This is an optimization exercise on Yosys and OpenROAD, whose aim is small area and a short achievable clock period, not a production implementation. No run shown here included a check of the RTL's function; only the layout flow was run.

==> flow/design.v (outline; a module is shown in full before it is edited, if it fits) <==
// module top_module: 1393 lines
// module pid_fa: 4 lines
// module pid_ha: 4 lines
// module pid_hao: 4 lines
module top_module(
    input [11:0] angleIn,
    input [11:0] setPoint,
    input [7:0] kp,
    input [7:0] ki,
    input [7:0] kd,
    input clk,
    input rst,
    output signed [8:0] dutyCycleOut
    );
  // ...
==> flow/flow/run.sh <==
#!/bin/bash
# The standard layout (standard.sh, unchanged synthesis), with:
#  - timing repair aimed past the clock period: SETUP_SLACK_MARGIN from
#    flow/margin.txt, repair limited to sizing moves (the SDC is unchanged);
#  - plain buffers (buf_1, resized as needed) on the ports instead of delay cells;
#  - sizing not restricted to the same cell footprint.
set -euo pipefail
MARGIN=$(cat flow/margin.txt)
bash standard.sh SETUP_SLACK_MARGIN=$MARGIN \
  BUFFER_PORTS_ARGS="-buffer_cell sky130_fd_sc_hd__buf_1" MATCH_CELL_FOOTPRINT=0 \
  SETUP_MOVE_SEQUENCE=unbuffer,sizeup,swap finish > standard_make.log 2>&1
==> flow/flow/margin.txt <==
11.4
==> flow/standard.sh <==
#!/bin/bash
# synth_recipe.tcl (not shown) runs the flow's synth.tcl, then flattens the netlist and writes it again
# the make line also repeats each setting of config.mk as NAME=value (left out here)
make -C /OpenROAD-flow-scripts/flow DESIGN_CONFIG=/design/flow/config.mk WORK_HOME=/design/flow/orfs CLKGATE_MAP_FILE= SYNTH_SCRIPT=/design/flow/synth_recipe.tcl "${@:-finish}"
==> flow/config.mk <==
export PLATFORM = sky130hd
export DESIGN_NAME = top_module
export DESIGN_NICKNAME = top_module
export VERILOG_FILES = /design/flow/design.v
export SDC_FILE = /design/flow/constraint.sdc
export NUM_CORES = 4
export LEC_CHECK = 0
export CAP_MARGIN = 20
export CORE_MARGIN = 2
export CORE_UTILIZATION = 60
export CTS_BUF_LIST = sky130_fd_sc_hd__clkbuf_8
export SLEW_MARGIN = 20
export SYNTH_HIERARCHICAL = 1
==> flow/constraint.sdc <==
create_clock -name core_clock -period 16.0 [get_ports {clk}]
set_input_delay 3.2000 -clock core_clock [delete_from_list [all_inputs] [get_ports {clk}]]
set_output_delay 3.2000 -clock core_clock [all_outputs]
set_load 0.01 [all_outputs]
==> flow_summary.ini, run 1 <==
[cells_and_area]
nFillCells = 1652
largest_reg_flops = 21
multi_input_gates = 991
final_common_cell = nand2_1

[synth]
synth_top_family_by_area = adder cells
synth_top_area_share = 0.516
synth_commonest_cells = nand2_1 (337), fa_1 (320), dfxtp_1 (86)
synth_compound_area_frac = 0.0586
yosysWarnings = 7
avgSynthCellArea_um2 = 10.3

[place]
dpl-instance-area_um2 = 12800
dpl_worst_slack_ps = 10550

[outcome]
status = no timing/DRC/antenna violations

[timing]
setup_viol = 0
tns_ps = 0

[die]
rows = 52
io_pins = 59
dieArea_um2 = 21800

[worst_hold_path]
hold_path_end = pen_r[12]

[clock_network]
worstSkewPairLatency_ps = 380
clockBufferDepth = 2
holdBufCountCts = 0
cts_tree = yes

[route]
wl_met3_mm = 1.43
drcViolationCount = 0
drt-initial-drc-count = 529

[setup_path]
cpMaxStageDelayCell = fa_2
critPathLaunchType = input port
==> run 2: changes to the inputs <==
--- a/flow/design.v
+++ b/flow/design.v
@@ -13,18 +13,16 @@
     reg [12:0] pen_r;            
     reg [8:0] kpd_r;             
     reg [7:0] kd_r, ki_r;
     reg rst_r;                   
     reg [20:0] in_r;             
     reg [8:0] ylo_r;             
     reg inr_r;                   
     reg pos_r;                   
-    reg outr_r;                  
-    reg neg_r;                   
     wire signed [20:0] integ = ~in_r;
     wire w1;
     wire w2;
     wire w3;
     wire w4;
     wire w5;
     wire w6;
     wire w7;
@@ -1375,27 +1373,23 @@
         ki_r <= ki;
         if (rst_r) in_r <= ~21'd0;
         else if (integ > 255) in_r <= ~21'd255;
         else if (integ < -255) in_r <= ~(-21'sd255);
         else in_r <= isum_n;
         if (rst | rst_r) begin
             ylo_r <= 9'd0;
             inr_r <= 1'b1;
-            outr_r <= 1'b0;
         end else begin
             ylo_r <= y_lo;
             inr_r <= in_range;
-            outr_r <= ~in_range;
         end
         pos_r <= s_pos;
-        neg_r <= ~s_pos;
     end
-    assign dutyCycleOut[3:0] = inr_r ? ylo_r[3:0] : {{3{pos_r}}, 1'b1};
-    assign dutyCycleOut[8:4] = outr_r ? {neg_r, {4{~neg_r}}} : ylo_r[8:4];
+    assign dutyCycleOut = inr_r ? ylo_r : pos_r ? 9'sd255 : -9'sd255;
 endmodule
 module pid_fa(input a, input b, input ci, output s, output co);
     assign s = a ^ b ^ ci;
     assign co = (a & b) | (ci & (a ^ b));
 endmodule
 module pid_ha(input a, input b, output s, output co);
     assign s = a ^ b;
     assign co = a & b;
==> flow_summary.ini, run 2 <==
[route]
route.vias.total = 8883
dr.pass1.iters = 7
wl_mm = 30.7
drt-initial-drc-count = 578
postRouteAntennaNets = 0
routed_via_density = 5.86
drcViolationCount = 0
wl_per_cell_um = 20.3

[die]
dieArea_um2 = 22000
fp.coreArea_um2 = 20400
rows = 52
start_util = 0.614
dieWidth_um = 148
io_pins = 59
die_h_um = 148

[outcome]
status = no timing/DRC/antenna violations

[cells_and_area]
regMostFlops = in_r
fin_nets = 1674
reg_top3 = in_r (21), e_r (13), pen_r (13)
final_common_cell = nand2_1
largest_reg_flops = 21
drive_above_1_share = 0.109
diodes = 0
final_cell_mix = nand2_1 (343), fa_1 (297), inv_1 (63)
syn_to_final_growth_pct = 7.64

[global_routing]
gr-usage-met1 = 0.403
grt_pass1_vias = 9842
grtUsageTotal = 0.304
grt_max_degree = 22
grt.overflow.total = 0
grt_util_met3 = 0.0368
top_usage_layer = met2
antenna_found_initial = 0
grt_pass1_wl_mm = 50.9
grt_use_met2 = 0.523

[clock_network]
cts_tree = yes
path_clk_slew_ps = 100
cts.sinks = 84
cts_buffers = 9
htreeDepth = 3
cts_root_buf = clkbuf_8
holdBufCountCts = 0
clockBufferDepth = 2
worstSkewPairLatency_ps = 400

[synth]
synth_edf_count = 0
synth_top_area_share = 0.513
ys_async_sr_fraction = 0
synth_seq_cells = 84
synth-seq-area-share = 0.135
synth_flop_cell = dfxtp_1
synth.most_common_cell = nand2_1
ys_top_cells_by_area = fa_1 (51%), dfxtp_1 (13%), nand2_1 (11%)
avgSynthCellArea_um2 = 10.2
synthCells = 1225
synth.largest_area_cell = fa_1
synth_cell_types = 59
synth_commonest_cells = nand2_1 (358), fa_1 (320), dfxtp_1 (84)
syn-cell-area_um2 = 12500
yosysWarnings = 7

[setup_path]
r2r_slack_ps = 11220
cp_data_required_time_ps = 16330
crit_path_end_kind = flip-flop
reg2reg_from = e_r[4]
rr_worst_depth = 17
critPathLaunchType = flip-flop
critical_path_class = flip-flop to flip-flop
arrival_ps = 5110
r2r_end = inr_r
crit_fanout = 18

[timing]
rsz0062_at_grt = yes
finalHoldViolCount = 0
fin_crit_ps = 4780
worst_slack_ps = 11220
period_share = 0.298
drv_slew = 0
fin_skew_ps = 18.4
max_freq_ghz = 0.209
setup_viol = 0
tns_ps = 0
tightest_slew_ps = 881
hold_ws_ps = 527
relSlewSlack = 0.409

[worst_hold_path]
holdPathStages = 1
hp-start = e_r[12]
worstHoldPathType = flip-flop to flip-flop
hold_path_end = pen_r[12]

[place]
hpwlAfterDp_mm = 24.4
dpl_worst_slack_ps = 10720
place.gp.congestion = 0.889
io_buffers = 58

[flow_run]
maxCapViolCount = 0
## run 2: repair_timing
action,4_1_cts,5_1_grt
setup endpoints to repair,22,20
pin swaps,14,20
setup buffers,0,0
resized for setup,92,47
## run 2: final cells by class
cell class	count	area (µm²)
multi-input cells	1017	10600
fillers	1710	6910
flip-flops and latches	84	1810
well taps	270	338
repair buffers	63	294
inverters	67	259
clock buffers	9	124
clock inverters	7	76.3
## run 2: worst max-delay path, stage by stage, from the launching register on
cell and delay (ps):
dfxtp_4 520, nand2_2 80, fa_1 510, fa_1 450, fa_2 360, fa_1 470, fa_2 600, ha_4 210
nand2_1 90, a21oi_2 50, o21a_1 210, nand2_2 90, nand2_2 60, fa_2 330, xnor2_1 140, nor4_1 250
nand4_1 130, o21ai_1 140
## run 2: cell families after synthesis
logic type,after synthesis,share of synthesized area
flip-flops,84,0.135
AND/OR/NAND/NOR,475,0.162
XOR/XNOR,36,0.0252
adder cells (fa/ha/maj),382,0.575
multiplexers,1,0.000801
buffers and inverters,139,0.0423
AO/OA/AOI/OAI,107,0.0603
other,1,0.000300
## run 2: Yosys stat by module, one instance, submodules excluded
| module | cells inside | times used |
|---|---|---|
| pid_ha | 1 | 2 |
| pid_fa | 1 | 299 |
| top_module | 924 | 1 |
## run 2: per-stage QoR
| stage | utilization | area [µm²] | instances |
|---|---|---|---|
| after floorplan | - | 12700 | 1240 |
| after global placement | 0.634 | 12900 | 1501 |
| after detailed placement | 0.634 | 12900 | 1501 |
| after CTS | 0.653 | 13300 | 1517 |
| after global routing | 0.661 | 13500 | 1517 |
| final | 0.661 | 13500 | 1517 |
## run 2: how the worst max path moves through the flow
stage / slack, ps / to / cells past startpoint / start
2_1_floorplan: 11070 / e_r[9] / 11 / setPoint[0]
3_3_place_gp: 10750 / e_r[8] / 12 / setPoint[0]
3_5_place_dp: 10720 / e_r[8] / 12 / setPoint[0]
4_1_cts: 11120 / pos_r / 14 / kd_r[1]
5_1_grt: 11050 / pos_r / 14 / e_r[10]
6_report: 11220 / inr_r / 17 / e_r[4]
## run 2: per-layer routing
metal	up-vias	part of all wire	wire [µm]
li1	3861	-	-
met1	4639	0.40	12400
met2	325	0.51	15700
met3	58	0.055	1680
met4	0	0.032	979
met5	-	0	0

## re-timing with driven ports
In the flow no input, the clock included, has a driving cell. The finished layouts below were timed again as built, in two steps.
Step 1: set_driving_cell puts a clkbuf_16 on clk and a buf_2 on each other input, an assumption about the parent block.
Step 2 also shifts input and output timing later by t, the mid clock arrival at the registers, as if the neighbouring blocks saw the same clock.
a / b / c = ideal / step 1 / step 2; a / b = the first two.
run	shift t [ns]	slack for setup (ns)	hold slack, ns	worst register clock-pin slew, ns
run 1	0.422	11.151 / 11.128 / 10.706	0.524 / 0.524 / 0.524	0.09 / 0.09
run 2	0.438	11.225 / 11.225 / 10.846	0.527 / 0.527 / 0.527	0.11 / 0.11
After both steps setup and hold are still met in every run listed. The setup slack of run 1, which loses most, moves by -0.023 ns with the drivers and by -0.445 ns with both steps.
